This is an optimization exercise on Yosys and OpenROAD, whose aim is small area and a short achievable clock period, not a production implementation. RTL that was checked went through simulation tests only; none was proved equivalent to the original. Function not checked in run 2: the RTL went through the layout flow alone. The clock input has no modelled driver; a real chip could not lean on it and would need a root buffer or a full tree. Power and IR drop assume default switching activity.

### flow/run.sh
#!/bin/bash
set -euo pipefail
export SETUP_SLACK_MARGIN=7.1
export BUFFER_PORTS_ARGS="-buffer_cell sky130_fd_sc_hd__buf_4"
export POST_CTS_TCL="$PWD/flow/clock_root.tcl"
bash standard.sh > standard.log 2>&1
### flow/clock_root.tcl
# Hook run at the end of the CTS step (POST_CTS_TCL). Clock tree synthesis puts
# one root buffer at the clock port, and that buffer only drives the two or
# three buffers of the tree's first level. Those buffers are driven from the
# port directly instead (the port then feeds at most three cell pins), which
# takes one buffer delay off every register's clock arrival alike.
set block [ord::get_db_block]
set clk_net [$block findNet clk]
set port_loads [$clk_net getITerms]
if { [llength $port_loads] == 1 } {
  set root [[lindex $port_loads 0] getInst]
  set master [[$root getMaster] getName]
  set out_net [[$root findITerm X] getNet]
  set loads {}
  foreach it [$out_net getITerms] {
    if { [$it getInst] != $root } { lappend loads $it }
  }
  puts "clock root $master [$root getName] drives [llength $loads] pins"
  if { [string match "sky130_fd_sc_hd__clkbuf_*" $master] && [llength $loads] <= 3 } {
    foreach it $loads {
      $it disconnect
      $it connect $clk_net
    }
    [$root findITerm A] disconnect
    [$root findITerm X] disconnect
    odb::dbInst_destroy $root
    odb::dbNet_destroy $out_net
    puts "clock root buffer removed; the port drives [llength $loads] buffers"
  }
}
### standard.sh
#!/bin/bash
# synth_recipe.tcl (not shown) runs the flow's synth.tcl, then flattens the netlist and writes it again
# the make line also repeats each setting of config.mk as NAME=value (left out here)
make -C /OpenROAD-flow-scripts/flow DESIGN_CONFIG=/design/flow/config.mk WORK_HOME=/design/flow/orfs CLKGATE_MAP_FILE= SYNTH_SCRIPT=/design/flow/synth_recipe.tcl "${@:-finish}"
### config.mk
export PLATFORM = sky130hd
export DESIGN_NAME = cpu_core
export DESIGN_NICKNAME = cpu_core
export VERILOG_FILES = /design/flow/design.v
export SDC_FILE = /design/flow/constraint.sdc
export NUM_CORES = 4
export LEC_CHECK = 0
export ABC_AREA = 1
export CAP_MARGIN = 20
export CORE_MARGIN = 2
export CORE_UTILIZATION = 60
export CTS_CLUSTER_DIAMETER = 100
export CTS_CLUSTER_SIZE = 20
export SLEW_MARGIN = 20
### constraint.sdc
create_clock -name core_clock -period 10.0 [get_ports {clk}]
set_input_delay 2.0000 -clock core_clock [delete_from_list [all_inputs] [get_ports {clk}]]
set_output_delay 2.0000 -clock core_clock [all_outputs]
set_load 0.01 [all_outputs]
### design.v
module cpu_core(
	input clk, reset,
	output[15:0] mem_addr,
	output[15:0] mem_wdata,
	output mem_we,
	input[15:0] mem_rdata
	);
	localparam FETCH = 2'd0, DECODE = 2'd1, EX = 2'd2, WB = 2'd3;
	reg [1:0] ph;
	reg [15:0] instr, pc, addr_q, opa, opb, alu_q;
	reg we_q, rst_q, r15_q;
	reg [15:0] wdata_q;
	reg cout;
	reg [1:0] cg1, psr1;	 
	reg [2:0] cg2, psr2;	 
	wire fetch = ph == FETCH;
	wire dec = ph == DECODE;
	wire ex = ph == EX;
	wire wb = ph == WB;
	assign mem_addr = addr_q;	 
	assign mem_wdata = wdata_q;	 
	assign mem_we = we_q;
	wire [3:0] op = instr[15:12];
	wire [3:0] ox = instr[7:4];
	wire [3:0] rd = instr[11:8];
	wire [3:0] rs = instr[3:0];
	wire c_r = (op == 4'b0000) | (op == 4'b1000 & ox[2]);
	wire c_i = (op == 4'b0101) | (op == 4'b1001) | (op == 4'b1011) | (op == 4'b0001) |
	           (op == 4'b0010) | (op == 4'b0011) | (op == 4'b1101) | (op == 4'b1111) |
	           (op == 4'b1000 & ~ox[2]);
	wire c_l = (op == 4'b0100) & (ox == 4'b0000);
	wire c_s = (op == 4'b0100) & (ox == 4'b0100);
	wire c_j = (op == 4'b0100) & (ox != 4'b0000) & (ox != 4'b0100);
	wire c_b = (op == 4'b1100);
	wire known = c_r | c_i | c_l | c_s | c_j | c_b;
	wire c_ri = c_r | c_i;
	wire [3:0] f = c_r ? ox : op;		 
	wire f_or = f == 4'b0010, f_xor = f == 4'b0011;
	wire f_add = f == 4'b0101, f_sub = f == 4'b1001, f_cmp = f == 4'b1011;
	wire f_sll = c_r ? (ox == 4'b0100) : (op == 4'b1000);
	wire lui = ~c_r & (op == 4'b1111);
	wire f_mov = c_r ? (ox == 4'b1101) : (op == 4'b1101) | lui;
	wire d_sub = c_ri & (f_sub | f_cmp);
	wire nx_act = dec & known | ex;
	wire nx_wb = ex;
	reg is_add, is_sub, setznl, psr_en, rf_we, imm_ovf;
	reg s_l, s_j, s_sum, s_mov, s_or, s_xor, s_sll;
	always @(posedge clk) begin
		is_add <= nx_wb & (c_ri & f_add | c_b);
		is_sub <= nx_wb & d_sub;
		setznl <= nx_wb & c_ri & f_cmp;
		psr_en <= nx_wb & c_ri;
		imm_ovf <= c_i;
		rf_we <= wb & c_ri & ~f_cmp | ex & (c_l | c_j & (ox == 4'b1000));
		s_l <= c_l;
		s_j <= c_j;
		s_sum <= nx_act & c_b | nx_wb & c_ri & (f_add | f_sub | f_cmp);
		s_mov <= c_ri & f_mov;
		s_or <= c_ri & f_or;
		s_xor <= c_ri & f_xor;
		s_sll <= c_ri & f_sll;
	end
	reg [15:0] rf [0:15];
	wire [3:0] ra = dec ? rs : rd;
	reg [15:0] port;
	integer i;
	always @(*) begin
		port = 16'd0;
		for (i = 0; i < 16; i = i + 1)
			port = port | ({16{ra == i}} & rf[i]);
	end
	always @(posedge clk)
		rst_q <= ~reset;
	wire [15:0] rf_d = alu_q & {16{~rst_q}};
	always @(posedge clk)
		for (i = 0; i < 16; i = i + 1)
			if (rst_q | rf_we & (rd == i))
				rf[i] <= rf_d;
	wire [15:0] se_imm = {{8{instr[7]}}, instr[7:0]};
	wire [15:0] b_src = (c_ri & ~c_r) ? (lui ? {instr[7:0], 8'd0} : se_imm) :
	                    c_b ? se_imm : port;
	wire [15:0] a = opa;
	wire [15:0] b = opb;			 
	wire b15 = opb[15] ^ is_sub;
	wire [16:0] sum = {1'b0, a} + {1'b0, opb} + {16'd0, is_sub};
	wire c16 = sum[16];
	wire sign17 = a[15] ^ opb[15] ^ c16;	 
	wire eq = &(a ^ opb);			 
	wire [31:0] shl = {16'd0, a} << b[3:0];
	wire [15:0] sll = b[15] ? ((b[14:4] == 11'h7ff) ? shl[31:16] : 16'd0)
	                        : ((b[14:4] == 11'h000) ? shl[15:0] : 16'd0);
	wire [15:0] pc1 = pc + 16'd1;
	reg [15:0] other;
	always @(*) begin
		if (s_l) other = mem_rdata;
		else if (s_j) other = pc1;
		else if (s_mov) other = b;
		else if (s_or) other = a | b;
		else if (s_xor) other = a ^ b;
		else if (s_sll) other = sll;
		else other = a & b;
	end
	wire [15:0] res = s_sum ? sum[15:0] : other;
	wire ovf_e = imm_ovf & a[15] & b15 & ~r15_q;
	wire ovf_w = (~sum[15] & a[15] & b15) | (sum[15] & ~a[15] & ~b15);
	always @(posedge clk) begin
		r15_q <= addr_q[15];		 
		if (rst_q) begin
			cg1 <= 2'b0;
			cg2 <= 3'b0;
			cout <= 1'b0;
		end else begin
			if (is_add) begin
				cg1 <= {ovf_w, sign17};
				cout <= sign17;
			end
			if (is_sub) begin
				cg1 <= {ovf_w | sign17, ~c16};
				cout <= sign17;
			end
			if (setznl)
				cg2 <= {sign17, eq, ~c16};
		end
		if (rst_q) begin
			psr1 <= 2'b0;
			psr2 <= 3'b0;
		end else if (psr_en) begin
			psr1 <= is_add ? {ovf_e, cout} : is_sub ? {ovf_e | sign17, ~c16} : cg1;
			psr2 <= setznl ? {sign17, eq, ~c16} : cg2;
		end
	end
	wire carry = psr1[0], fl = psr1[1], low = psr2[0], zero = psr2[1], neg = psr2[2];
	reg cond;
	always @(*)
		case (rd)
			4'b0000: cond = zero;
			4'b0001: cond = ~zero;
			4'b0010: cond = carry;
			4'b0011: cond = ~carry;
			4'b0100: cond = low;
			4'b0101: cond = ~low;
			4'b0110: cond = neg;
			4'b0111: cond = ~neg;
			4'b1000: cond = fl;
			4'b1001: cond = ~fl;
			4'b1010: cond = ~low & ~zero;
			4'b1011: cond = low & zero;
			4'b1100: cond = ~neg & ~zero;
			4'b1101: cond = neg | zero;
			4'b1110: cond = 1'b1;
			default: cond = 1'b0;
		endcase
	wire [15:0] target = (c_j & cond) ? opb : (c_b & cond) ? alu_q : pc1;
	wire [15:0] pc_next = wb ? target : pc;
	always @(posedge clk) begin
		if (~reset) begin
			ph <= FETCH;
			pc <= 16'd0;
			addr_q <= 16'd0;
			we_q <= 1'b0;
		end else begin
			case (ph)
				FETCH: ph <= DECODE;
				DECODE: ph <= known ? EX : FETCH;
				EX: ph <= WB;
				default: ph <= FETCH;
			endcase
			pc <= pc_next;
			addr_q <= (dec & known) ? port : (ex & (c_l | c_s)) ? opb : pc_next;
			we_q <= ex & c_s;
		end
		if (fetch)
			instr <= mem_rdata;
		if (dec)
			opb <= b_src ^ {16{d_sub}};
		opa <= c_b ? pc : port;
		wdata_q <= port;		 
		alu_q <= res;
	end
endmodule
==> qor.txt, run 1 <==
Post-Syn Area per Cell - 8.34 um^2
Initial Util - 60.9%
utilization after layout - 67.1%
Worst R2R Setup Slack - 7.15 ns
worst slew pin tran - 1.22 ns
Die Span X - 186 um
die area - 34500 um^2
HP Start - cg1[1]$_SDFFE_PP0P_
share of the synthesized area in the top cell type - 43.6%
status - complete, no violations
commonest non-fill, non-tap cell in the layout - nand2_1
Yosys Warn Count - 2
worst hold-check path type - register to register
hold path cells - 2
Syn Inst Count - 2376
Cell Pwr Density - 215 nW/um^2
CP Cell Sequence - buf_6
Tmin final - 2.94 ns
CP Class - register to output pin
Post-Synth XOR/XNOR Area - 0.972%
Remaining Overflow, GRT - 0
FF-to-FF path depth - 12
nets@finish - 2477
main combinational cell family by area after synthesis - simple AND/OR/NAND/NOR gates
Layout Area Growth over Synthesis - 10.2%
Detail Placement HPWL - 46.8 mm
Sequential Area - 10900 um^2
# setup viols final - 0
Yosys cell types - 43
# IOs - 51
syn nets - 2430
ant diodes - 0
Max Clk Rate - 340 MHz
Port Buffers - 50
Crit path largest cell delay - 0.42 ns
TritonCTS clock tree - yes
total power - 4.70 mW
crit-path leading delay family - flip-flops
Fillers - 2769
Post-Layout Cell Count - 2882
Setup Skew - 0.0290 ns
Worst VDD drop - 0.218 mV
WHS - 0.472 ns
CP max-delay cell - dfxtp_4
GRT Util Overall - 39.5%
mapped cell area - 19800 um^2
core area - 32500 um^2
Multi-input gate area - 7960 um^2
compound-cell area share of the yosys netlist - 6.49%
Fin. Hold Viols - 0
largest area contributor in the netlist - edfxtp_1
vias in the first global route - 16.0k
WL final - 68.6 mm
vias per cell - 6.12
Routed Antenna Nets - 0
gpl congestion - 1.04
sequential element share of the synthesized area - 54.7%
Adder-Cell Fraction of Synth Area - 2.35%
Slew Viols, Final - 0
simple-gate area share of the yosys netlist - 29.0%
leakage power - 9.64 nW
Slew headroom - 18.2%
die height - 186 um
Worst R2R End - alu_q[2]$_DFF_P_
FF+latch count, synth - 397
Critical Path Source Type - register
# DRC - 0
WP data required - 8.00 ns
initial antenna violation count - 1
DR vias - 17.6k
Pre-antenna DRT Iters - 8
share of cells above drive strength 1 - 10.6%
RSZ-0062 raised after global routing - true
CP Capture Type - output pin
Crit path buffers/inverters - 1
most frequent cells in the layout - nand2_1 (830), edfxtp_1 (288), nand3_1 (263)
Final period util - 29.4%
pin count of the biggest net entering global routing - 33
Setup TNS Final - 0 ns
CP startpoint - addr_q[15]$_SDFF_PN0_
Max Cap Violations - 0
std cell rows - 66
peak fanout along the critical path - 2
Synth area leaders - edfxtp_1 (44%), nand2_1 (16%), dfxtp_1 (11%)
CTS clk-pin slew, worst paths - 0.09 ns
WHS Endpoint - cg1[1]$_SDFFE_PP0P_
initial DRC count - 3095
placed cell count - 2797
first-pass GRT wire length - 99.4 mm
FF-to-FF Start - opb[15]$_DFFE_PN_
mux cell area share after synthesis - 0%
WL/cell - 23.8 um
clock latency on the worst-skew pair - 0.43 ns
worst path arrival time - 0.94 ns
Clock Sink Count - 397
layer usage:
metal | vias to the layer above | global-route usage, % | wire length (um) | share of wire (%)
met5 | - | 0 | 14 | 0.020
met4 | 2 | 14.5 | 3140 | 4.6
met3 | 199 | 7.63 | 9430 | 14
met2 | 1354 | 57.5 | 28700 | 42
met1 | 8206 | 59.0 | 27200 | 40
li1 | 7888 | - | - | -
worst min-delay path, cell delays in order (launching register included):
cell,delay [ns]
dfxtp_1,0.30
nand2_1,0.07
a21oi_1,0.06
metrics by stage:
step                      setup WS, ns  instance area (um^2)
final                             7.06                 21800
after detailed placement          6.42                 20500
after global routing              7.04                 21800
after floorplan                   7.30                 19800
after global placement            6.58                 20500
sequential cells by signal, summed over array words and instances (netlist names), 16 cells and up:
register / count
rf: 256
addr_q: 16
alu_q: 16
instr: 16
opa: 16
opb: 16
pc: 16
wdata_q: 16
power breakdown:
| part | switching, mW | internal [mW] |
|---|---|---|
| clock | 0.516 | 0.421 |
| combinational | 1.03 | 0.438 |
| sequential | 0.201 | 2.09 |
| total | 1.74 | 2.95 |
cells by family after synthesis:
family,Yosys count
xor+xnor,22
simple gates,1372
compound gates,240
buf+inv,309
fa+ha+maj,36
flops,397
worst max-delay path by stage:
| stage | endpoint | cells past startpoint | slack, ns |
|---|---|---|---|
| after floorplan | cg1[1]$_SDFFE_PP0P_ | 17 | 7.30 |
| after global placement | cg1[1]$_SDFFE_PP0P_ | 16 | 6.58 |
| after detailed placement | cg1[1]$_SDFFE_PP0P_ | 16 | 6.42 |
| after global routing | opb[14]$_DFFE_PN_ | 17 | 7.04 |
| final | mem_addr[15] | 1 | 7.06 |
final cells by class:
class,count,area share (%)
sequential,397,49.8
multi-input combinational,1672,36.5
timing repair buffer,111,4.43
inverter,218,3.90
clock buffer,39,2.81
tap,442,2.53
clock inverter,2,0.0630
timing repair inverter,1,0.0229
cell usage after synthesis, drive strengths merged:
| cell | n |
|---|---|
| clkinv | 3 |
| nand3 | 267 |
| o21ai | 110 |
| o221ai | 1 |
| nand2 | 843 |
| buf | 33 |
| nand3b | 2 |
| and2 | 3 |
| o21bai | 1 |
| a21oi | 111 |
| nor4 | 2 |
| xor2 | 20 |
| o211ai | 7 |
| nor3b | 1 |
| clkbuf | 58 |
| inv | 215 |
| o31ai | 3 |
| xnor2 | 2 |
| nor2 | 201 |
| or2 | 10 |
| nor3 | 19 |
| o21a | 2 |
| o41ai | 1 |
| ha | 34 |
| nand4 | 24 |
| fa | 2 |
| a31oi | 3 |
| a22oi | 1 |
| edfxtp | 288 |
| dfxtp | 109 |
==> inputs of run 2 (changes only) <==
--- a/design.v
+++ b/design.v
@@ -62,13 +62,8 @@
 	end
 	reg [15:0] rf [0:15];
 	wire [3:0] ra = dec ? rs : rd;
-	reg [15:0] port;
+	wire [15:0] port = rf[ra];
 	integer i;
-	always @(*) begin
-		port = 16'd0;
-		for (i = 0; i < 16; i = i + 1)
-			port = port | ({16{ra == i}} & rf[i]);
-	end
 	always @(posedge clk)
 		rst_q <= ~reset;
 	wire [15:0] rf_d = alu_q & {16{~rst_q}};
@@ -86,7 +81,11 @@
 	wire c16 = sum[16];
 	wire sign17 = a[15] ^ opb[15] ^ c16;	 
 	wire eq = &(a ^ opb);			 
-	wire [31:0] shl = {16'd0, a} << b[3:0];
+	wire [16:0] sh0 = b[0] ? {a, 1'b0} : {1'b0, a};
+	wire [18:0] sh1 = b[1] ? {sh0, 2'b0} : {2'b0, sh0};
+	wire [22:0] sh2 = b[2] ? {sh1, 4'b0} : {4'b0, sh1};
+	wire [30:0] sh3 = b[3] ? {sh2, 8'b0} : {8'b0, sh2};
+	wire [31:0] shl = {1'b0, sh3};
 	wire [15:0] sll = b[15] ? ((b[14:4] == 11'h7ff) ? shl[31:16] : 16'd0)
 	                        : ((b[14:4] == 11'h000) ? shl[15:0] : 16'd0);
 	wire [15:0] pc1 = pc + 16'd1;
@@ -94,11 +93,8 @@
 	always @(*) begin
 		if (s_l) other = mem_rdata;
 		else if (s_j) other = pc1;
-		else if (s_mov) other = b;
-		else if (s_or) other = a | b;
-		else if (s_xor) other = a ^ b;
 		else if (s_sll) other = sll;
-		else other = a & b;
+		else other = s_mov ? b : s_or ? a | b : s_xor ? a ^ b : a & b;
 	end
 	wire [15:0] res = s_sum ? sum[15:0] : other;
 	wire ovf_e = imm_ovf & a[15] & b15 & ~r15_q;
==> run 2 against run 1 <==
  * Synthesized area fell by 0.61%
  * Via count up 1.0%
  * First-iteration DRC count decreased by 4.8%
  * Power is 5.8% lower
  * Count of clock-buffer cells in the layout did not move
  * Synthesized cell count decreased by 2.3%
  * Global-route usage grew 1.1 points
  * Non-clock buffer count grew 20
==> qor.txt, run 2 <==
status - complete, no violations
clock share of power - 23.1%
vias in the first global route - 16.4k
Largest Register - rf
Yosys cell types - 46
Die Span X - 185 um
die area - 34300 um^2
Internal Pwr Total - 2.88 mW
Port Buffers - 50
largest area contributor in the netlist - edfxtp_1
syn nets - 2375
core area - 32500 um^2
NetSw - 1.54 mW
Fillers - 2523
CP Cell Sequence - buf_6
# setup viols final - 0
most instantiated library cell after synthesis - nand2_1
FF-to-FF Start - instr[8]$_DFFE_PP_
switching part of the total - 34.9%
share of cells above drive strength 1 - 11.4%
Slew headroom - 18.6%
Detail Placement HPWL - 47.4 mm
die height - 185 um
Pre-antenna DRT Iters - 9
Max Cap Violations - 0
Critical Path Source Type - register
Syn Inst Count - 2321
Worst R2R End - addr_q[7]$_SDFF_PN0_
peak fanout along the critical path - 1
nets@finish - 2449
CP Class - register to output pin
RSZ-0062 raised after global routing - true
Cell Pwr Density - 199 nW/um^2
Final period util - 29.6%
Slew Viols, Final - 0
FF+latch count, synth - 397
Layout Area Growth over Synthesis - 13.0%
CP max-delay cell - dfxtp_4
FF-to-FF path depth - 12
Worst VDD drop - 0.192 mV
Fin. Hold Viols - 0
# DRC - 0
sequential share of power - 49.8%
leakage power - 9.38 nW
Crit. path cell count - 1
Commonest cells post-synth - nand2_1 (758), edfxtp_1 (288), inv_1 (240)
gpl congestion - 0.988
sequential element share of the synthesized area - 55.0%
Crit path largest cell delay - 0.40 ns
WP data required - 8.00 ns
Largest register FFs - 256
CTS clk-pin slew, worst paths - 0.09 ns
mapped cell area - 19700 um^2
worst hold-check path type - register to register
WL final - 70.2 mm
Most used DFF post-synth - edfxtp_1
Routed Antenna Nets - 0
Crit path buffers/inverters - 1
initial DRC count - 2947
Tmin final - 2.96 ns
EDFF count, synth - 288
Setup Skew - 0.0498 ns
pin count of the biggest net entering global routing - 38
std cell rows - 66
FFs w/ async S/R, synth - 0%
Worst R2R Setup Slack - 7.09 ns
Initial Util - 60.7%
TritonCTS clock tree - yes
Logic pwr share - 27.2%
Post-Syn Area per Cell - 8.48 um^2
worst path arrival time - 0.96 ns
clock latency on the worst-skew pair - 0.45 ns
Yosys Warn Count - 2
first-pass GRT wire length - 101 mm
WL/cell - 24.6 um
share of the synthesized area in the top cell type - 43.9%
WHS - 0.478 ns
vias per cell - 6.24
initial antenna violation count - 1
ant diodes - 0
Max Clk Rate - 338 MHz
critical path capture point - mem_addr[10]
CP Capture Type - output pin
# IOs - 51
crit-path leading delay family - flip-flops
GRT Util Overall - 40.6%
commonest non-fill, non-tap cell in the layout - nand2_1
Clock Sink Count - 397
Setup TNS Final - 0 ns
most frequent cells in the layout - nand2_1 (750), edfxtp_1 (288), inv_1 (237)
worst slew pin tran - 1.22 ns
CP startpoint - addr_q[10]$_SDFF_PN0_
Synth area leaders - edfxtp_1 (44%), nand2_1 (14%), dfxtp_1 (11%)
DR vias - 17.8k
Remaining Overflow, GRT - 0
==> run 2: power groups by stage <==
stage / registers, mW / logic, mW / clock network (mW)
3_3_place_gp: 2.21 / 1.04 / 0
3_5_place_dp: 2.22 / 1.05 / 0
5_1_grt: 2.21 / 1.28 / 1.06
6_report: 2.20 / 1.20 / 1.02
2_1_floorplan: 2.16 / 0.651 / 0
==> run 2: routing by layer <==
layer | vias up | track usage (%) | part of all wire [%]
li1 | 7817 | - | -
met3 | 214 | 9.02 | 14
met1 | 8350 | 60.0 | 39
met2 | 1446 | 60.2 | 43
met5 | - | 0 | 0.026
met4 | 2 | 12.0 | 3.3
==> run 2: how the worst min path moves through the flow <==
stage               cells past startpoint                to  slack (ns)                   from
floorplan                               0     r15_q$_DFF_P_        0.38  addr_q[15]$_SDFF_PN0_
global placement                        0     r15_q$_DFF_P_        0.38  addr_q[15]$_SDFF_PN0_
detailed placement                      0     r15_q$_DFF_P_        0.38  addr_q[15]$_SDFF_PN0_
global route                            1     r15_q$_DFF_P_        0.50  addr_q[15]$_SDFF_PN0_
finish                                  1  ph[0]$_SDFF_PN0_        0.48       ph[0]$_SDFF_PN0_
==> run 2: logic make-up (layout without fill, tap and decap cells) <==
family	count (synthesis)	count (layout)	share of synthesized area [%]
DFF	397	397	55.0
xor gates and xnor gates	20	20	0.890
adders and majority gates	36	36	2.36
AOI/OAI and AO/OA	296	296	8.45
muxes	5	5	0.254
and+or+nand+nor	1234	1235	26.4
buffers and inverters	333	424	6.61
==> run 2: final cells by class <==
class / instances / area, um^2 / area share, %
Sequential cell: 397 / 10900 / 48.8
Timing Repair Buffer: 131 / 1310 / 5.89
Multi-Input combinational cell: 1592 / 7850 / 35.3
Tap cell: 442 / 553 / 2.48
Clock inverter: 4 / 83.8 / 0.377
Clock buffer: 39 / 636 / 2.86
Inverter: 249 / 951 / 4.27
Timing Repair inverter: 1 / 5.00 / 0.0225
==> run 2: per-stage QoR <==
step	cell area, um^2	instances	power [mW]	utilization (%)	worst slack (ns)
6_report	22300	2855	4.42	68.6	7.04
5_1_grt	22300	2855	4.55	68.6	7.04
3_5_place_dp	20500	2753	3.26	63.2	6.53
3_3_place_gp	20500	2752	3.25	63.2	6.65
2_1_floorplan	19700	2321	2.81	-	7.11
==> inputs of run 3 (changes only) <==
--- a/design.v
+++ b/design.v
@@ -62,8 +62,13 @@
 	end
 	reg [15:0] rf [0:15];
 	wire [3:0] ra = dec ? rs : rd;
-	wire [15:0] port = rf[ra];
+	reg [15:0] port;
 	integer i;
+	always @(*) begin
+		port = 16'd0;
+		for (i = 0; i < 16; i = i + 1)
+			port = port | ({16{ra == i}} & rf[i]);
+	end
 	always @(posedge clk)
 		rst_q <= ~reset;
 	wire [15:0] rf_d = alu_q & {16{~rst_q}};
@@ -81,11 +86,7 @@
 	wire c16 = sum[16];
 	wire sign17 = a[15] ^ opb[15] ^ c16;	 
 	wire eq = &(a ^ opb);			 
-	wire [16:0] sh0 = b[0] ? {a, 1'b0} : {1'b0, a};
-	wire [18:0] sh1 = b[1] ? {sh0, 2'b0} : {2'b0, sh0};
-	wire [22:0] sh2 = b[2] ? {sh1, 4'b0} : {4'b0, sh1};
-	wire [30:0] sh3 = b[3] ? {sh2, 8'b0} : {8'b0, sh2};
-	wire [31:0] shl = {1'b0, sh3};
+	wire [31:0] shl = {16'd0, a} << b[3:0];
 	wire [15:0] sll = b[15] ? ((b[14:4] == 11'h7ff) ? shl[31:16] : 16'd0)
 	                        : ((b[14:4] == 11'h000) ? shl[15:0] : 16'd0);
 	wire [15:0] pc1 = pc + 16'd1;
@@ -93,8 +94,11 @@
 	always @(*) begin
 		if (s_l) other = mem_rdata;
 		else if (s_j) other = pc1;
+		else if (s_mov) other = b;
+		else if (s_or) other = a | b;
+		else if (s_xor) other = a ^ b;
 		else if (s_sll) other = sll;
-		else other = s_mov ? b : s_or ? a | b : s_xor ? a ^ b : a & b;
+		else other = a & b;
 	end
 	wire [15:0] res = s_sum ? sum[15:0] : other;
 	wire ovf_e = imm_ovf & a[15] & b15 & ~r15_q;
==> flow/run.sh (replaced) <==
#!/bin/bash
set -euo pipefail
export SETUP_SLACK_MARGIN=7.1
export BUFFER_PORTS_ARGS="-buffer_cell sky130_fd_sc_hd__buf_4"
export POST_CTS_TCL="$PWD/flow/clock_root.tcl"
export CTS_ARGS="-sink_clustering_enable -repair_clock_nets -sink_clustering_size 24 -sink_clustering_max_diameter 120 -dont_use_dummy_load"
bash standard.sh > standard.log 2>&1
==> flow/clock_root.tcl (replaced) <==
# Hook run at the end of the CTS step (POST_CTS_TCL).
# 1. Clock tree synthesis puts one root buffer at the clock port, and that
#    buffer only drives the buffers of the tree's first level. Those buffers
#    are driven from the port directly instead.
# 2. Each first-level buffer drives about ten leaf buffers spread over half the
#    die; each is split in two (a copy of the same cell takes the half of the
#    leaves on one side, and each of the two sits at the centre of its leaves),
#    so the port drives four buffers. The tree stays balanced: every register's
#    clock still passes the same number of buffers of the same cell.
set block [ord::get_db_block]
set clk_net [$block findNet clk]

proc loads_of { net drv } {
  set loads {}
  foreach it [$net getITerms] {
    if { [$it getInst] != $drv } { lappend loads $it }
  }
  return $loads
}

proc centre { loads } {
  set sx 0
  set sy 0
  foreach it $loads {
    set b [[$it getInst] getBBox]
    set sx [expr { $sx + ([$b xMin] + [$b xMax]) / 2 }]
    set sy [expr { $sy + ([$b yMin] + [$b yMax]) / 2 }]
  }
  set n [llength $loads]
  return [list [expr { $sx / $n }] [expr { $sy / $n }]]
}

proc move_to { inst xy } {
  set b [$inst getBBox]
  set w [expr { [$b xMax] - [$b xMin] }]
  set h [expr { [$b yMax] - [$b yMin] }]
  $inst setLocation [expr { int([lindex $xy 0] - $w / 2) }] [expr { int([lindex $xy 1] - $h / 2) }]
  $inst setPlacementStatus PLACED
}

# 1. bypass the root buffer
set port_loads [$clk_net getITerms]
if { [llength $port_loads] == 1 } {
  set root [[lindex $port_loads 0] getInst]
  set master [[$root getMaster] getName]
  set out_net [[$root findITerm X] getNet]
  set loads [loads_of $out_net $root]
  puts "clock root $master [$root getName] drives [llength $loads] pins"
  if { [string match "sky130_fd_sc_hd__clkbuf_*" $master] && [llength $loads] <= 2 } {
    foreach it $loads {
      $it disconnect
      $it connect $clk_net
    }
    [$root findITerm A] disconnect
    [$root findITerm X] disconnect
    odb::dbInst_destroy $root
    odb::dbNet_destroy $out_net
    puts "clock root buffer removed; the port drives [llength $loads] buffers"

    # 2. split each first-level buffer in two
    set k 0
    foreach it [$clk_net getITerms] {
      set bi [$it getInst]
      set out [[$bi findITerm X] getNet]
      set leaves [loads_of $out $bi]
      set n [llength $leaves]
      if { $n < 4 } { continue }
      set pts {}
      set xs {}
      set ys {}
      foreach l $leaves {
        set b [[$l getInst] getBBox]
        set x [expr { ([$b xMin] + [$b xMax]) / 2 }]
        set y [expr { ([$b yMin] + [$b yMax]) / 2 }]
        lappend pts [list $l $x $y]
        lappend xs $x
        lappend ys $y
      }
      set xs [lsort -integer $xs]
      set ys [lsort -integer $ys]
      set axis [expr { ([lindex $xs end] - [lindex $xs 0]) >= ([lindex $ys end] - [lindex $ys 0]) ? 1 : 2 }]
      set sorted [lsort -integer -index $axis $pts]
      set half [expr { $n / 2 }]
      set keep {}
      set moved {}
      foreach p [lrange $sorted 0 [expr { $half - 1 }]] { lappend keep [lindex $p 0] }
      foreach p [lrange $sorted $half end] { lappend moved [lindex $p 0] }
      set newi [odb::dbInst_create $block [$bi getMaster] "clkbuf_split_$k"]
      set newn [odb::dbNet_create $block "clknet_split_$k"]
      $newn setSigType CLOCK
      [$newi findITerm A] connect $clk_net
      [$newi findITerm X] connect $newn
      foreach l $moved {
        $l disconnect
        $l connect $newn
      }
      move_to $newi [centre $moved]
      move_to $bi [centre $keep]
      puts "split [$bi getName]: [llength $keep] + [llength $moved] leaves"
      incr k
    }
    global_connect
    detailed_placement
    check_placement -verbose
  }
}
==> run 3 against run 2 <==
  * Global-route usage decreased by 1.0 points
  * Maximum frequency increased by 2.3%
  * Clock skew increased by 0.0018 ns
  * Setup slack improved by 0.066 ns
  * Register-to-register slack improved by 0.02 ns
==> qor.txt, run 3 <==
status - complete, no violations
initial DRC count - 2993
CP Capture Type - register
Setup TNS Final - 0 ns
first-pass GRT wire length - 99.0 mm
initial antenna violation count - 3
Initial Util - 60.9%
FFs w/ async S/R, synth - 0%
FF+latch count, synth - 397
worst hold-check path type - register to register
Clock Sink Count - 397
core area - 32500 um^2
Critical Path Source Type - register
Largest register FFs - 256
clock share of power - 18.7%
# setup viols final - 0
# DRC - 0
CP Class - register to register
Max Clk Rate - 346 MHz
WP data required - 10.21 ns
metal1 wirelength - 27.0 mm
clock latency on the worst-skew pair - 0.35 ns
crit-path leading delay family - simple AND/OR/NAND/NOR gates
Slew Viols, Final - 0
sequential share of power - 49.6%
total power - 4.62 mW
Commonest cells post-synth - nand2_1 (834), edfxtp_1 (288), nand3_1 (264)
Detail Placement HPWL - 46.8 mm
Fillers - 2777
Die Span X - 186 um
die area - 34500 um^2
DR vias - 17.5k
NetSw - 1.71 mW
Final period util - 28.9%
CP max-delay cell - edfxtp_1
nets@finish - 2470
share of cells above drive strength 1 - 10.4%
die height - 186 um
CTS clk-pin slew, worst paths - 0.10 ns
met3 WL - 9.85 mm
GRT Util Overall - 39.6%
std cell rows - 66
Pre-antenna DRT Iters - 8
met2 WL post-DR - 29.3 mm
Remaining Overflow, GRT - 0
Layout Area Growth over Synthesis - 9.62%
sequential element share of the synthesized area - 54.7%
share of the synthesized area in the top cell type - 43.6%
commonest non-fill, non-tap cell in the layout - nand2_1
Worst path most repeated cell - nand2_1
most frequent cells in the layout - nand2_1 (828), edfxtp_1 (288), nand3_1 (263)
Worst VDD drop - 0.173 mV
Slew headroom - 22.1%
CP Cell Sequence - inv_1, nor3_1, nand3_1, nor2_1, nand2_1, nand3_1, o211ai_1, nand3_1, nand2_1, nand2_1, nand2_1, a21oi_1
Port Buffers - 50
vias per cell - 6.12
Yosys Warn Count - 2
worst slew pin tran - 1.16 ns
Most used DFF post-synth - edfxtp_1
most instantiated library cell after synthesis - nand2_1
Crit path largest cell delay - 0.64 ns
Logic pwr share - 31.7%
Tmin final - 2.89 ns
Post-Syn Area per Cell - 8.34 um^2
syn nets - 2430
WL/cell - 24.1 um
Routed Antenna Nets - 0
RSZ-0062 raised after global routing - false
worst path arrival time - 3.11 ns
pin count of the biggest net entering global routing - 33
Largest Register - rf
# IOs - 51
Setup Skew - 0.0516 ns
Synth area leaders - edfxtp_1 (44%), nand2_1 (16%), dfxtp_1 (11%)
gpl congestion - 1.04
switching part of the total - 37.1%
Max Cap Violations - 0
mapped cell area - 19800 um^2
Fin. Hold Viols - 0
Cell Pwr Density - 213 nW/um^2
peak fanout along the critical path - 6
WL final - 68.9 mm
largest area contributor in the netlist - edfxtp_1
Crit path buffers/inverters - 1
leakage power - 9.54 nW
EDFF count, synth - 288
Syn Inst Count - 2376
top sig layer - met5
Yosys cell types - 43
Internal Pwr Total - 2.91 mW
vias in the first global route - 15.8k
## run 3: final timing paths
path	start	end	slack [ns]	cells after the start
worst max register to register	opb[15]$_DFFE_PN_	alu_q[2]$_DFF_P_	7.11	12
worst max-delay path	opb[15]$_DFFE_PN_	alu_q[2]$_DFF_P_	7.11	12
worst min-delay path	cg1[1]$_SDFFE_PP0P_	cg1[1]$_SDFFE_PP0P_	0.47	2
worst min register to register	cg1[1]$_SDFFE_PP0P_	cg1[1]$_SDFFE_PP0P_	0.47	2
## run 3: kinds of logic (layout without fill, tap and decap cells)
logic type	after synthesis	count (layout)	share of synthesized area [%]
adder cells (fa/ha/maj)	36	36	2.35
AO/OA/AOI/OAI	240	240	6.49
buffers and inverters	309	343	6.54
flip-flops	397	397	54.7
AND/OR/NAND/NOR	1372	1376	29.0
other	0	1	0
XOR/XNOR	22	22	0.972
## run 3: area by class of cell, clock buffers not listed
class	count	area [um^2]	share of cell area (%)
Timing Repair Buffer	102	910	4.19
Inverter	218	891	4.10
Timing Repair inverter	2	12.5	0.0576
Multi-Input combinational cell	1674	7960	36.6
Antenna cell	1	2.50	0.0115
Buffer	2	50.0	0.230
Tap cell	442	553	2.55
Sequential cell	397	10900	50.0
## run 3: power groups by stage
stage	combinational (mW)	clock [mW]	sequential, mW
floorplan	0.813	0	2.23
global placement	1.27	0	2.31
detailed placement	1.28	0	2.31
global route	1.56	0.913	2.30
finish	1.46	0.864	2.29
## run 3: through the flow
| step | worst slack [ns] | hold slack, ns | cells | cell area, um^2 | util (%) |
|---|---|---|---|---|---|
| floorplan | 7.30 | 0.382 | 2376 | 19800 | - |
| global placement | 6.58 | 0.458 | 2797 | 20500 | 62.9 |
| detailed placement | 6.42 | 0.466 | 2797 | 20500 | 63.0 |
| global route | 7.10 | 0.526 | 2856 | 21700 | 66.8 |
| finish | 7.11 | 0.472 | 2857 | 21700 | 66.8 |
## run 3: metal layers
layer	track usage, %	up-vias
met3	8.73	179
met4	12.8	4
met5	0	-
met1	58.6	8187
met2	57.9	1264
li1	-	7852
## run 3: worst reg2reg max path, cell delays in order (launching register included)
cell      delay [ns]
edfxtp_1        0.64
inv_1           0.21
nor3_1          0.39
nand3_1         0.26
nor2_1          0.31
nand2_1         0.09
nand3_1         0.15
o211ai_1        0.11
nand3_1         0.10
nand2_1         0.06
nand2_1         0.13
nand2_1         0.08
a21oi_1         0.26
==> inputs of run 4 (changes only) <==
==> flow/run.sh (replaced) <==
#!/bin/bash
set -euo pipefail
export SETUP_SLACK_MARGIN=7.1
export BUFFER_PORTS_ARGS="-buffer_cell sky130_fd_sc_hd__buf_4"
export POST_CTS_TCL="$PWD/flow/clock_root.tcl"
bash standard.sh > standard.log 2>&1
==> run 4 against run 3 <==
  * Still clean
  * Power grew 2.4%
  * Flip-flop and latch count is the same
  * Global-route usage grew 0.17 points
  * First-iteration DRC count shrank 4.2%
  * Via count grew 0.54%
  * Clock power grew 13%
  * Synthesized area is the same
  * Final cell count grew 0.84%
  * Worst hold slack lost 0.00057 ns
  * Largest power group unchanged
  * Highest routed layer unchanged
==> qor.txt, run 4 <==
pin count of the biggest net entering global routing - 33
leakage power - 9.65 nW
vias per cell - 6.10
largest area contributor in the netlist - edfxtp_1
Crit path buffers/inverters - 1
worst hold-check path type - register to register
core area - 32500 um^2
Slew Viols, Final - 0
Worst VDD drop - 0.224 mV
WP data required - 8.00 ns
Tmin final - 2.88 ns
Max Clk Rate - 347 MHz
WL/cell - 23.8 um
crit-path leading delay family - flip-flops
Post-Syn Area per Cell - 8.34 um^2
# IOs - 51
Die Span X - 186 um
Initial Util - 60.9%
nets@finish - 2476
sequential element share of the synthesized area - 54.7%
die area - 34500 um^2
FF+latch count, synth - 397
Yosys Warn Count - 2
Most used DFF post-synth - edfxtp_1
Pre-antenna DRT Iters - 7
total power - 4.73 mW
initial DRC count - 2868
TritonCTS clock tree - yes
peak fanout along the critical path - 2
Max Cap Violations - 0
syn nets - 2430
most frequent cells in the layout - nand2_1 (828), edfxtp_1 (288), nand3_1 (263)
Clock Sink Count - 397
Routed Antenna Nets - 0
Largest Register - rf
vias in the first global route - 16.0k
# DRC - 0
Port Buffers - 50
Commonest cells post-synth - nand2_1 (834), edfxtp_1 (288), nand3_1 (264)
std cell rows - 66
placed cell count - 2797
status - complete, no violations
mapped cell area - 19800 um^2
Slew headroom - 18.9%
Yosys cell types - 43
Cell Pwr Density - 216 nW/um^2
# setup viols final - 0
EDFF count, synth - 288
Critical Path Source Type - register
Remaining Overflow, GRT - 0
Layout Area Growth over Synthesis - 10.6%
Largest register FFs - 256
GRT Util Overall - 39.7%
worst slew pin tran - 1.21 ns
Setup TNS Final - 0 ns
RSZ-0062 raised after global routing - true
Setup Skew - 0.0464 ns
gpl congestion - 1.04
share of cells above drive strength 1 - 10.6%
Syn Inst Count - 2376
CP max-delay cell - dfxtp_4
share of the synthesized area in the top cell type - 43.6%
Fin. Hold Viols - 0
clock latency on the worst-skew pair - 0.36 ns
Post-Layout Cell Count - 2881
initial antenna violation count - 1
FFs w/ async S/R, synth - 0%
Crit path largest cell delay - 0.42 ns
CP Capture Type - output pin
worst path arrival time - 0.88 ns
most instantiated library cell after synthesis - nand2_1
die height - 186 um
ant diodes - 0
Final period util - 28.8%
DR vias - 17.6k
CTS clk-pin slew, worst paths - 0.09 ns
CP Cell Sequence - buf_6
Synth area leaders - edfxtp_1 (44%), nand2_1 (16%), dfxtp_1 (11%)
WL final - 68.7 mm
CP Class - register to output pin
Detail Placement HPWL - 46.8 mm
commonest non-fill, non-tap cell in the layout - nand2_1
first-pass GRT wire length - 99.4 mm
[run 4: cell types whose count changed in the layout (fill, tap and decap cells not counted), moves of 2 or more]
| cell | delta |
|---|---|
| clkbuf_1 | +17 |
| clkbuf_16 | +3 |
| buf_4 | +3 |
| clkinvlp_4 | -2 |
| clkinv_8 | +2 |
| inv_6 | -2 |
[run 4: power breakdown]
part | internal, mW | switching [mW] | total (mW) | leakage [nW]
Sequential | 2.09 | 0.200 | 2.29 | 3.84
Clock | 0.460 | 0.513 | 0.973 | 0.324
Combinational | 0.438 | 1.03 | 1.46 | 5.48
Total | 2.99 | 1.74 | 4.73 | 9.65
[run 4: worst paths after layout]
kind	to	startpoint	slack, ns	depth (start not counted)
hold reg to reg	cg1[1]$_SDFFE_PP0P_	cg1[1]$_SDFFE_PP0P_	0.47	2
hold / removal	cg1[1]$_SDFFE_PP0P_	cg1[1]$_SDFFE_PP0P_	0.47	2
setup reg to reg	alu_q[2]$_DFF_P_	opb[15]$_DFFE_PN_	7.18	12
setup / recovery	mem_addr[15]	addr_q[15]$_SDFF_PN0_	7.12	1
[run 4: layout make-up, clock buffers not listed]
type	instances	area, um^2
timing repair buffer	107	952
sequential	397	10900
fill	2755	10600
clock inverter	2	13.8
tap	442	553
buffer	2	50.0
timing repair inverter	1	5.00
multi-input combinational	1673	7960
inverter	218	902
[run 4: metrics by stage]
step	utilization (%)	setup slack [ns]	cell area, um^2	hold slack, ns
2_1_floorplan	-	7.30	19800	0.382
3_3_place_gp	62.9	6.58	20500	0.458
3_5_place_dp	63.0	6.42	20500	0.466
5_1_grt	67.4	7.05	21900	0.523
6_report	67.4	7.12	21900	0.472
[run 4: logic make-up (layout without fill, tap and decap cells)]
| group | count (synthesis) | count (layout) | share of synthesized area, % |
|---|---|---|---|
| simple gates | 1372 | 1375 | 29.0 |
| flops | 397 | 397 | 54.7 |
| buf+inv | 309 | 369 | 6.54 |
| compound gates | 240 | 240 | 6.49 |
| fa+ha+maj | 36 | 36 | 2.35 |
| xor+xnor | 22 | 22 | 0.972 |
[run 4: metal layers]
layer  vias to the layer above  share of wire, %  global-route usage [%]  routed length, um
li1                       7880                 -                       -                  -
met4                         2               4.3                    14.4               2940
met3                       190                14                    8.43               9680
met2                      1275                42                    58.0              28900
met1                      8234                40                    58.6              27100
met5                         -             0.017                       0                 12
==> inputs of run 5 (changes only) <==
==> flow/run.sh (replaced) <==
#!/bin/bash
set -euo pipefail
export SETUP_SLACK_MARGIN=7.25
export BUFFER_PORTS_ARGS="-buffer_cell sky130_fd_sc_hd__buf_4"
export POST_CTS_TCL="$PWD/flow/clock_root.tcl"
bash standard.sh > standard.log 2>&1
==> run 5 against run 4 <==
  * Critical path type unchanged
  * Flip-flop and latch count stayed put
  * Power is 0.88% higher
  * Global-route usage rose by 0.33 points
  * Critical endpoint unchanged
  * Critical path depth unchanged
==> qor.txt, run 5 <==
FF-to-FF path depth - 9
pin count of the biggest net entering global routing - 33
FFs w/ async S/R, synth - 0%
die area - 34500 um^2
nets@finish - 2488
WL final - 69.8 mm
FF+latch count, synth - 397
Critical Path Source Type - register
Most used DFF post-synth - edfxtp_1
worst hold-check path type - register to register
share of the synthesized area in the top cell type - 43.6%
Cell Pwr Density - 216 nW/um^2
syn nets - 2430
FF-to-FF Start - ph[0]$_SDFF_PN0_
peak fanout along the critical path - 2
initial DRC count - 2950
Worst R2R Setup Slack - 7.26 ns
design area - 22100 um^2
Detail Placement HPWL - 46.8 mm
sequential element share of the synthesized area - 54.7%
Fin. Hold Viols - 0
Die Span X - 186 um
# DRC - 0
WHS Endpoint - cg1[1]$_SDFFE_PP0P_
Post-Syn Area per Cell - 8.34 um^2
status - complete, no violations
Initial Util - 60.9%
Port Buffers - 50
largest area contributor in the netlist - edfxtp_1
CTS clk-pin slew, worst paths - 0.09 ns
Setup TNS Final - 0 ns
PnR worst setup slack - 7.13 ns
Slew headroom - 18.1%
Routed Antenna Nets - 0
utilization after layout - 67.9%
Syn Inst Count - 2376
WL/cell - 24.1 um
Largest Register - rf
WP data required - 8.00 ns
Worst R2R End - addr_q[0]$_SDFF_PN0_
clock latency on the worst-skew pair - 0.36 ns
# setup viols final - 0
CP Class - register to output pin
vias in the first global route - 16.1k
Layout Area Growth over Synthesis - 11.5%
Yosys cell types - 43
Worst VDD drop - 0.217 mV
# IOs - 51
Largest register FFs - 256
std cell rows - 66
Max Cap Violations - 0
initial antenna violation count - 1
first-pass GRT wire length - 100 mm
Remaining Overflow, GRT - 0
EDFF count, synth - 288
vias per cell - 6.15
Commonest cells post-synth - nand2_1 (834), edfxtp_1 (288), nand3_1 (264)
Slew Viols, Final - 0
hold path cells - 2
most frequent cells in the layout - nand2_1 (826), edfxtp_1 (288), nand3_1 (262)
gpl congestion - 1.04
DR vias - 17.8k
worst path arrival time - 0.87 ns
commonest non-fill, non-tap cell in the layout - nand2_1
GRT Util Overall - 40.1%
share of cells above drive strength 1 - 12.2%
RSZ-0062 raised after global routing - true
Post-DP Area - 20500 um^2
Final period util - 28.7%
Clock Sink Count - 397
CP Capture Type - output pin
TritonCTS clock tree - yes
worst slew pin tran - 1.22 ns
core area - 32500 um^2
crit-path leading delay family - flip-flops
Pre-antenna DRT Iters - 6
Crit path buffers/inverters - 1
Yosys Warn Count - 2
Synth area leaders - edfxtp_1 (44%), nand2_1 (16%), dfxtp_1 (11%)
Tmin final - 2.87 ns
die height - 186 um
ant diodes - 0
CP max-delay cell - dfxtp_4
Place WS - 6.42 ns
CP Cell Sequence - buf_6
Max Clk Rate - 348 MHz
leakage power - 9.70 nW
Crit path largest cell delay - 0.41 ns
Setup Skew - 0.0417 ns
mapped cell area - 19800 um^2
HP Start - cg1[1]$_SDFFE_PP0P_
most instantiated library cell after synthesis - nand2_1
==> run 5: kinds of logic after synthesis <==
family,Yosys count,share of synthesized area (%)
AO/OA/AOI/OAI,240,6.49
flip-flops,397,54.7
AND/OR/NAND/NOR,1372,29.0
XOR/XNOR,22,0.972
buffers and inverters,309,6.54
adder cells (fa/ha/maj),36,2.35
==> run 5: how the worst max path moves through the flow <==
stage | start | to | slack, ns | cells after the start
5_1_grt | addr_q[15]$_SDFF_PN0_ | mem_addr[15] | 7.12 | 1
3_3_place_gp | opb[0]$_DFFE_PN_ | cg1[1]$_SDFFE_PP0P_ | 6.58 | 16
6_report | addr_q[15]$_SDFF_PN0_ | mem_addr[15] | 7.13 | 1
3_5_place_dp | opb[0]$_DFFE_PN_ | cg1[1]$_SDFFE_PP0P_ | 6.42 | 16
2_1_floorplan | opb[0]$_DFFE_PN_ | cg1[1]$_SDFFE_PP0P_ | 7.30 | 17
==> run 5: worst reg2reg max path, cell delays in order, from the launching register on <==
cell and delay (ns):
dfxtp_4 0.40, nand2_1 0.58, clkinv_1 0.80, nand2_1 0.35, inv_1 0.09, nand2_1 0.07
nand2_1 0.06, nand2_1 0.06, nand2_1 0.08, a21oi_1 0.16
==> run 5: layout make-up, clock buffers not listed <==
type	instances	area, um^2
Buffer	2	50.0
Clock inverter	2	13.8
Fill cell	2707	10400
Inverter	218	893
Multi-Input combinational cell	1675	8050
Sequential cell	397	10900
Tap cell	442	553
Timing Repair Buffer	115	1010
Timing Repair inverter	3	21.3
==> run 5: where the power goes <==
group / switching (mW) / leakage [nW] / internal [mW]
registers: 0.201 / 3.85 / 2.10
logic: 1.05 / 5.53 / 0.451
clock network: 0.516 / 0.324 / 0.460
total: 1.76 / 9.70 / 3.01
==> run 5: per-stage QoR <==
stage,std cells,hold WS [ns],total power [mW]
6_report,2893,0.473,4.77
5_1_grt,2893,0.524,4.93
2_1_floorplan,2376,0.382,3.04
3_3_place_gp,2797,0.458,3.58
3_5_place_dp,2797,0.466,3.60
==> run 5: layer usage <==
metal	vias to the layer above	global-route usage [%]	part of all wire [%]
li1	7917	-	-
met1	8351	59.0	40
met2	1336	58.6	42
met3	202	8.69	14
met4	0	14.1	4.2
met5	-	0	0
==> inputs of run 6 (changes only) <==
==> flow/run.sh (replaced) <==
#!/bin/bash
set -euo pipefail
export SETUP_SLACK_MARGIN=7.1
export BUFFER_PORTS_ARGS="-buffer_cell sky130_fd_sc_hd__buf_4"
export POST_CTS_TCL="$PWD/flow/clock_root.tcl"
export CTS_ARGS="-sink_clustering_enable -repair_clock_nets -sink_clustering_size 20 -sink_clustering_max_diameter 100 -dont_use_dummy_load"
bash standard.sh > standard.log 2>&1
==> run 6 against run 5 <==
  * Final cell count down 1.2%
  * Global-route usage down 0.34 points
  * Register-to-register slack worse by 0.13 ns
  * Largest power group unchanged
  * Power down 2.0%
  * Critical endpoint unchanged
  * Die area unchanged
  * Synthesized area unchanged
  * Largest cell class unchanged
  * Sequential share of layout area up 0.66 points
==> qor.txt, run 6 <==
Tmin final - 2.87 ns
Commonest cells post-synth - nand2_1 (834), edfxtp_1 (288), nand3_1 (264)
Initial Util - 60.9%
Internal Pwr Total - 2.96 mW
most frequent cells in the layout - nand2_1 (828), edfxtp_1 (288), nand3_1 (263)
ant diodes - 0
peak fanout along the critical path - 2
met3 Track Usage GR - 8.45%
Detail Placement HPWL - 46.8 mm
Crit path buffers/inverters - 1
Critical Path Source Type - register
worst slew pin tran - 1.16 ns
GR met2 Demand/Resource - 57.8%
Most used DFF post-synth - edfxtp_1
CP startpoint - addr_q[15]$_SDFF_PN0_
Fillers - 2783
mapped cell area - 19800 um^2
crit-path leading delay family - flip-flops
Max Cap Violations - 0
met1 Use GR - 58.6%
nets@finish - 2472
Synth area leaders - edfxtp_1 (44%), nand2_1 (16%), dfxtp_1 (11%)
clock latency on the worst-skew pair - 0.35 ns
die height - 186 um
Slew Viols, Final - 0
sequential element share of the synthesized area - 54.7%
Layout Area Growth over Synthesis - 9.89%
Logic pwr share - 31.2%
WL final - 68.3 mm
Fin. Hold Viols - 0
commonest non-fill, non-tap cell in the layout - nand2_1
CTS clk-pin slew, worst paths - 0.09 ns
Syn Inst Count - 2376
Place WS - 6.42 ns
GRT Util Overall - 39.7%
first-pass GRT wire length - 99.1 mm
status - complete, no violations
syn nets - 2430
core area - 32500 um^2
CP Cell Sequence - buf_6
Largest Register - rf
Adder-Cell Fraction of Synth Area - 2.35%
Remaining Overflow, GRT - 0
FF+latch count, synth - 397
Port Buffers - 50
Setup TNS Final - 0 ns
# IOs - 51
utilization after layout - 66.9%
Pre-antenna DRT Iters - 5
Die Span X - 186 um
initial antenna violation count - 1
Setup Skew - 0.0480 ns
vias in the first global route - 16.0k
pin count of the biggest net entering global routing - 33
clock share of power - 19.8%
NetSw - 1.72 mW
switching part of the total - 36.8%
WP data required - 8.00 ns
FFs w/ async S/R, synth - 0%
gpl congestion - 1.04
EDFF count, synth - 288
std cell rows - 66
CP Class - register to output pin
Clock Sink Count - 397
main combinational cell family by area after synthesis - simple AND/OR/NAND/NOR gates
share of cells above drive strength 1 - 10.4%
HP Start - cg1[1]$_SDFFE_PP0P_
grt peak-use layer - met1
WHS - 0.472 ns
CP Capture Type - output pin
simple-gate area share of the yosys netlist - 29.0%
WL/cell - 23.9 um
mux cell area share after synthesis - 0%
DR vias - 17.5k
Post-Synth XOR/XNOR Area - 0.972%
PnR worst setup slack - 7.13 ns
compound-cell area share of the yosys netlist - 6.49%
# DRC - 0
vias per cell - 6.12
Worst VDD drop - 0.223 mV
largest area contributor in the netlist - edfxtp_1
leakage power - 9.59 nW
Crit path largest cell delay - 0.41 ns
worst path arrival time - 0.87 ns
Yosys cell types - 43
share of the synthesized area in the top cell type - 43.6%
sequential share of power - 49.0%
Largest register FFs - 256
RSZ-0062 raised after global routing - true
Post-Syn Area per Cell - 8.34 um^2
initial DRC count - 2840
Final period util - 28.7%
Cell Pwr Density - 215 nW/um^2
# setup viols final - 0
Slew headroom - 22.7%
Max Clk Rate - 348 MHz
CP max-delay cell - dfxtp_4
Routed Antenna Nets - 0
worst hold-check path type - register to register
most instantiated library cell after synthesis - nand2_1
Yosys Warn Count - 2
FF-to-FF Start - opb[15]$_DFFE_PN_
die area - 34500 um^2
run 6: power groups by stage:
stage               clock, mW  combinational [mW]  sequential, mW
floorplan                   0               0.813            2.23
global placement            0                1.27            2.31
detailed placement          0                1.28            2.31
global route            0.973                1.56            2.30
finish                  0.925                1.46            2.29
run 6: cell families (layout without fill, tap and decap cells):
family / Yosys count / in the layout
compound gates: 240 / 240
fa+ha+maj: 36 / 36
buf+inv: 309 / 346
xor+xnor: 22 / 22
flops: 397 / 397
simple gates: 1372 / 1375
run 6: path summary, 6_finish.rpt:
path | endpoint | depth (start not counted) | slack, ns
setup / recovery | mem_addr[15] | 1 | 7.13
hold / removal | cg1[1]$_SDFFE_PP0P_ | 2 | 0.47
setup reg to reg | alu_q[2]$_DFF_P_ | 12 | 7.13
hold reg to reg | cg1[1]$_SDFFE_PP0P_ | 2 | 0.47
run 6: worst register-to-register path: stages, from the launching register on:
cell and delay [ns]:
edfxtp_1 0.62, inv_1 0.21, nor3_1 0.37, nand3_1 0.26, nor2_1 0.30, nand2_1 0.09
nand3_1 0.15, o211ai_1 0.11, nand3_1 0.10, nand2_1 0.05, nand2_1 0.15, nand2_1 0.08
a21oi_1 0.27
run 6: layer usage:
metal	vias to the layer above	routed length (um)	share of wire [%]
met5	-	8	0.012
met4	2	2680	3.9
met3	172	9650	14
met2	1293	28900	42
met1	8167	27100	40
li1	7866	-	-
run 6: layout make-up, clock buffers not listed:
type	count	area [um^2]	share of cell area, %
buffer	2	50.0	0.230
inverter	218	883	4.06
multi-input combinational	1673	7950	36.5
sequential	397	10900	49.9
tap	442	553	2.54
timing repair buffer	103	912	4.19
timing repair inverter	1	5.00	0.0230
run 6: stage by stage:
step	total power, mW	instances	cell area [um^2]
after global routing	4.83	2858	21800
after global placement	3.58	2797	20500
after detailed placement	3.60	2797	20500
final	4.68	2858	21800
after floorplan	3.04	2376	19800
==> inputs of run 7 (changes only) <==
--- a/design.v
+++ b/design.v
@@ -104,7 +104,8 @@
 	wire ovf_e = imm_ovf & a[15] & b15 & ~r15_q;
 	wire ovf_w = (~sum[15] & a[15] & b15) | (sum[15] & ~a[15] & ~b15);
 	always @(posedge clk) begin
-		r15_q <= addr_q[15];		 
+		if (dec)
+			r15_q <= port[15];	 
 		if (rst_q) begin
 			cg1 <= 2'b0;
 			cg2 <= 3'b0;
==> flow/run.sh (replaced) <==
#!/bin/bash
set -euo pipefail
export SETUP_SLACK_MARGIN=7.15
export BUFFER_PORTS_ARGS="-buffer_cell sky130_fd_sc_hd__buf_4"
export POST_CTS_TCL="$PWD/flow/clock_root.tcl"
bash standard.sh > standard.log 2>&1
==> run 7 against run 6 <==
  * Synthesized area about the same
  * Setup slack improved by 0.048 ns
  * Sequential power barely moved
  * Synthesized cell count did not move
  * Critical path type is now register to register
  * Still clean
  * Register-to-register slack better by 0.05 ns
  * Wire length fell by 1.6%
==> qor.txt, run 7 <==
Detail Placement HPWL - 45.5 mm
Yosys cell types - 43
TritonCTS clock tree - yes
Fin. Hold Viols - 0
top sig layer - met4
ant diodes - 0
clock latency on the worst-skew pair - 0.34 ns
share of the synthesized area in the top cell type - 43.8%
# IOs - 51
Post-Syn Area per Cell - 8.34 um^2
Worst VDD drop - 0.191 mV
core area - 32500 um^2
pin count of the biggest net entering global routing - 36
Final period util - 28.3%
# setup viols final - 0
Routed Antenna Nets - 0
most frequent cells in the layout - nand2_1 (830), edfxtp_1 (289), nand3_1 (262)
Yosys Warn Count - 2
met3 WL - 9.60 mm
Slew Viols, Final - 0
commonest non-fill, non-tap cell in the layout - nand2_1
worst slew pin tran - 1.17 ns
Largest register FFs - 256
leakage power - 9.60 nW
Tmin final - 2.83 ns
die height - 186 um
HP Start - cg1[1]$_SDFFE_PP0P_
initial antenna violation count - 0
worst path arrival time - 3.05 ns
Initial Util - 60.9%
sequential element share of the synthesized area - 54.7%
Slew headroom - 22.0%
Max Cap Violations - 0
Critical Path Source Type - register
DR vias - 17.4k
metal1 wirelength - 26.5 mm
RSZ-0062 raised after global routing - true
die area - 34500 um^2
Synth area leaders - edfxtp_1 (44%), nand2_1 (16%), dfxtp_1 (11%)
# DRC - 0
std cell rows - 66
Port Buffers - 50
FF+latch count, synth - 397
Most used DFF post-synth - edfxtp_1
vias per cell - 6.07
gpl congestion - 1.01
EDFF count, synth - 289
FFs w/ async S/R, synth - 0%
nets@finish - 2469
worst hold-check path type - register to register
WL/cell - 23.4 um
CP Capture Type - register
Pre-antenna DRT Iters - 6
Largest Register - rf
Setup Skew - 0.0253 ns
most instantiated library cell after synthesis - nand2_1
Max Clk Rate - 354 MHz
GRT Util Overall - 39.1%
mapped cell area - 19800 um^2
Layout Area Growth over Synthesis - 9.98%
Cell Pwr Density - 215 nW/um^2
met2 WL post-DR - 28.1 mm
Die Span X - 186 um
CP startpoint - opb[0]$_DFFE_PN_
CTS clk-pin slew, worst paths - 0.09 ns
initial DRC count - 2831
CP Class - register to register
largest area contributor in the netlist - edfxtp_1
vias in the first global route - 16.0k
WP data required - 10.22 ns
syn nets - 2430
Post-Layout Cell Count - 2873
Commonest cells post-synth - nand2_1 (834), edfxtp_1 (289), nand3_1 (264)
FF-to-FF Start - opb[0]$_DFFE_PN_
WL final - 67.2 mm
placed cell count - 2798
peak fanout along the critical path - 4
status - complete, no violations
Remaining Overflow, GRT - 0
first-pass GRT wire length - 97.8 mm
share of cells above drive strength 1 - 9.75%
Clock Sink Count - 397
Syn Inst Count - 2376
Setup TNS Final - 0 ns
## run 7: changes by cell type after synthesis, sizes merged
| cell | delta |
|---|---|
| edfxtp | +1 |
| dfxtp | -1 |
## run 7: critical path, cell delays in order (launching register included)
cell and delay, ns:
edfxtp_1 0.52, clkinvlp_4 0.23, fa_1 0.41, inv_1 0.10, fa_1 0.22, nand3_1 0.09
nand3_2 0.10, nand2_1 0.08, nand3_2 0.12, nand2_1 0.08, nand2_2 0.12, xor2_2 0.21
o21ai_0 0.16, o21ai_0 0.22, inv_1 0.06
## run 7: cell type report, clock buffers not listed
cell class	count	area [um^2]
Buffer	2	50.0
Fill cell	2747	10700
Inverter	218	878
Multi-Input combinational cell	1672	7910
Sequential cell	397	10900
Tap cell	442	553
Timing Repair Buffer	101	908
Timing Repair inverter	1	5.00
## run 7: power by group
part	switching (mW)	internal, mW	leakage (nW)
clock network	0.508	0.465	0.323
registers	0.193	2.09	3.84
logic	0.999	0.431	5.43
## run 7: worst paths after layout
kind	end	slack, ns	depth (start not counted)
worst min register to register	cg1[1]$_SDFFE_PP0P_	0.48	2
worst max register to register	psr2[2]$_SDFFE_PP0P_	7.17	14
worst min-delay path	cg1[1]$_SDFFE_PP0P_	0.48	2
worst max-delay path	psr2[2]$_SDFFE_PP0P_	7.17	14
## run 7: cells by family (layout without fill, tap and decap cells)
group / after synthesis / in the layout / share of synthesized area, %
xor+xnor: 22 / 22 / 0.972
flops: 397 / 397 / 54.7
compound gates: 240 / 240 / 6.48
fa+ha+maj: 36 / 36 / 2.35
simple gates: 1372 / 1374 / 29.0
buf+inv: 309 / 362 / 6.54
## run 7: per-layer routing
layer / track usage [%] / vias to the layer above
li1: - / 7875
met1: 57.6 / 8060
met5: 0 / -
met2: 56.1 / 1304
met3: 7.98 / 203
met4: 16.9 / 0
## run 7: metrics by stage
stage | area (um^2) | utilization [%] | hold slack [ns] | total power [mW] | worst slack [ns]
after floorplan | 19800 | - | 0.447 | 3.04 | 7.30
after global placement | 20500 | 63.0 | 0.466 | 3.56 | 6.51
after detailed placement | 20500 | 63.0 | 0.478 | 3.57 | 6.37
after global routing | 21800 | 67.0 | 0.502 | 4.86 | 7.11
final | 21800 | 67.0 | 0.484 | 4.69 | 7.17
==> inputs of run 8 (changes only) <==
==> flow/run.sh (replaced) <==
#!/bin/bash
set -euo pipefail
export SETUP_SLACK_MARGIN=7.2
export BUFFER_PORTS_ARGS="-buffer_cell sky130_fd_sc_hd__buf_4"
export POST_CTS_TCL="$PWD/flow/clock_root.tcl"
bash standard.sh > standard.log 2>&1
==> run 8 against run 7 <==
  * Critical path type is now register to output pin
  * Sequential power barely moved
  * Via count rose by 0.52%
  * Final cell count rose by 0.31%
  * Flip-flop and latch count did not move
  * Critical path depth fell by 13
  * Highest routed layer unchanged
  * Cell area rose by 0.68%
  * Wire length rose by 0.57%
  * Register-to-register slack improved by 0.05 ns
  * Maximum frequency rose by 0.14%
  * Clock skew barely moved
  * Power rose by 0.72%
  * Setup slack improved by 0.0040 ns
==> qor.txt, run 8 <==
status - complete, no violations
sequential element share of the synthesized area - 54.7%
vias in the first global route - 16.0k
WHS - 0.485 ns
Slew headroom - 21.7%
gpl congestion - 1.01
worst path arrival time - 0.82 ns
vias per cell - 6.08
WL/cell - 23.5 um
WP data required - 8.00 ns
first-pass GRT wire length - 97.9 mm
crit-path leading delay family - flip-flops
Worst R2R End - psr2[2]$_SDFFE_PP0P_
most instantiated library cell after synthesis - nand2_1
Most used DFF post-synth - edfxtp_1
commonest non-fill, non-tap cell in the layout - nand2_1
Critical Path Source Type - register
Layout Area Growth over Synthesis - 10.7%
Synth area leaders - edfxtp_1 (44%), nand2_1 (16%), dfxtp_1 (11%)
nets@finish - 2478
Crit path largest cell delay - 0.37 ns
met1 Use GR - 57.8%
Final period util - 28.2%
Yosys cell types - 43
# IOs - 51
Largest Register - rf
mapped cell area - 19800 um^2
CP max-delay cell - dfxtp_2
Detail Placement HPWL - 45.5 mm
core area - 32500 um^2
largest area contributor in the netlist - edfxtp_1
CP Cell Sequence - buf_6
Crit path buffers/inverters - 1
die area - 34500 um^2
Place WS - 6.37 ns
Setup TNS Final - 0 ns
Remaining Overflow, GRT - 0
WHS Endpoint - cg1[1]$_SDFFE_PP0P_
Worst R2R Setup Slack - 7.22 ns
# DRC - 0
grt peak-use layer - met1
FF-to-FF Start - opb[0]$_DFFE_PN_
HP Start - cg1[1]$_SDFFE_PP0P_
leakage power - 9.64 nW
initial DRC count - 2800
Max Cap Violations - 0
Initial Util - 60.9%
Post-Syn Area per Cell - 8.34 um^2
Max Clk Rate - 354 MHz
Die Span X - 186 um
FFs w/ async S/R, synth - 0%
DR vias - 17.5k
ant diodes - 0
WL final - 67.6 mm
Syn Inst Count - 2376
Largest register FFs - 256
met3 Track Usage GR - 7.79%
Pre-antenna DRT Iters - 6
Routed Antenna Nets - 0
worst hold-check path type - register to register
Clock Sink Count - 397
GRT Util Overall - 39.2%
Commonest cells post-synth - nand2_1 (834), edfxtp_1 (289), nand3_1 (264)
CP Capture Type - output pin
CP Class - register to output pin
GR met2 Demand/Resource - 56.3%
Worst VDD drop - 0.191 mV
die height - 186 um
most frequent cells in the layout - nand2_1 (825), edfxtp_1 (289), nand3_1 (262)
initial antenna violation count - 0
Yosys Warn Count - 2
PnR worst setup slack - 7.18 ns
syn nets - 2430
TritonCTS clock tree - yes
FF-to-FF path depth - 14
Fillers - 2720
pin count of the biggest net entering global routing - 36
FF+latch count, synth - 397
CTS clk-pin slew, worst paths - 0.09 ns
share of cells above drive strength 1 - 10.9%
EDFF count, synth - 289
peak fanout along the critical path - 1
# setup viols final - 0
share of the synthesized area in the top cell type - 43.8%
Fin. Hold Viols - 0
worst slew pin tran - 1.17 ns
Cell Pwr Density - 215 nW/um^2
hold path cells - 2
Port Buffers - 50
Tmin final - 2.82 ns
RSZ-0062 raised after global routing - true
Setup Skew - 0.0254 ns
clock latency on the worst-skew pair - 0.34 ns
Slew Viols, Final - 0
std cell rows - 66
[run 8: cell type report, clock buffers not listed]
type | count | area [um^2] | area share, %
buffer | 2 | 50.0 | 0.228
inverter | 218 | 893 | 4.07
multi-input combinational | 1672 | 7980 | 36.3
sequential | 397 | 10900 | 49.5
tap | 442 | 553 | 2.52
timing repair buffer | 110 | 977 | 4.45
timing repair inverter | 1 | 5.00 | 0.0228
[run 8: routing by layer]
layer	wire [um]	vias to the layer above
met3	9300	199
met2	28500	1336
met1	27000	8098
li1	-	7899
met5	0	-
met4	2840	0
[run 8: cells by family (layout without fill, tap and decap cells)]
logic type	Yosys count	in the layout	share of synthesized area [%]
AND/OR/NAND/NOR	1372	1374	29.0
AO/OA/AOI/OAI	240	240	6.48
flip-flops	397	397	54.7
XOR/XNOR	22	22	0.972
adder cells (fa/ha/maj)	36	36	2.35
buffers and inverters	309	371	6.54
[run 8: worst max path at each step]
stage / start / to / slack (ns) / depth (start not counted)
finish: addr_q[13]$_SDFF_PN0_ / mem_addr[13] / 7.18 / 1
floorplan: opb[0]$_DFFE_PN_ / cg1[1]$_SDFFE_PP0P_ / 7.30 / 17
detailed placement: opb[0]$_DFFE_PN_ / cg1[1]$_SDFFE_PP0P_ / 6.37 / 16
global placement: opb[0]$_DFFE_PN_ / cg1[1]$_SDFFE_PP0P_ / 6.51 / 16
global route: ph[1]$_SDFF_PN0_ / opb[7]$_DFFE_PN_ / 7.14 / 17
[run 8: through the flow]
| step | util [%] | std cells | total power [mW] | instance area (um^2) |
|---|---|---|---|---|
| final | 67.5 | 2882 | 4.72 | 22000 |
| after global routing | 67.5 | 2882 | 4.89 | 22000 |
| after detailed placement | 63.0 | 2798 | 3.57 | 20500 |
| after global placement | 63.0 | 2798 | 3.56 | 20500 |
| after floorplan | - | 2376 | 3.04 | 19800 |
[run 8: power breakdown]
group	leakage (nW)	switching, mW	total [mW]	internal, mW
clock network	0.323	0.509	0.975	0.465
registers	3.84	0.191	2.29	2.10
logic	5.47	1.02	1.46	0.447
total	9.64	1.72	4.72	3.01

==> port drivers added, routing unchanged <==
No port has a modelled driver above. Below, the same layouts with a new extraction and two added sets of constraints.
Step 1 (the two cells are an assumption about what drives the block):
set clk [get_ports {clk}]
set_driving_cell -lib_cell sky130_fd_sc_hd__clkbuf_16 $clk
set_driving_cell -lib_cell sky130_fd_sc_hd__buf_2 [delete_from_list [all_inputs] $clk]
Step 2 adds t to the input delays and takes it off the output delays; t is the mean of the earliest and latest rising clock arrival at the registers after step 1. Input paths then give back, and output paths get back, about the clock's delay inside the block.
a / b / c = ideal ports / drivers / drivers and shift; a / b = the first two.
run | t, ns | setup WS [ns] | worst setup path at the end | slew at the worst register clock pin (ns) | cell pins on the clock port's net
run 1 | 0.483 | 7.059 / 6.988 / 6.975 | input to register | 0.09 / 0.09 | 2
run 2 | 0.495 | 7.043 / 6.970 / 7.085 | register to register | 0.10 / 0.10 | 2
run 3 | 0.445 | 7.108 / 7.019 / 6.858 | input to register | 0.11 / 0.11 | 4
run 4 | 0.451 | 7.122 / 7.007 / 6.994 | input to register | 0.10 / 0.10 | 4
run 5 | 0.451 | 7.128 / 7.014 / 6.940 | input to register | 0.10 / 0.10 | 4
run 6 | 0.448 | 7.127 / 7.008 / 7.006 | input to register | 0.09 / 0.09 | 4
run 7 | 0.447 | 7.175 / 7.069 / 7.004 | input to register | 0.09 / 0.09 | 4
run 8 | 0.449 | 7.179 / 7.060 / 6.979 | input to register | 0.10 / 0.10 | 4
After both steps every run listed still meets setup and hold. The setup slack of run 3, which loses most, moves by -0.089 ns with the drivers and by -0.250 ns with both steps.
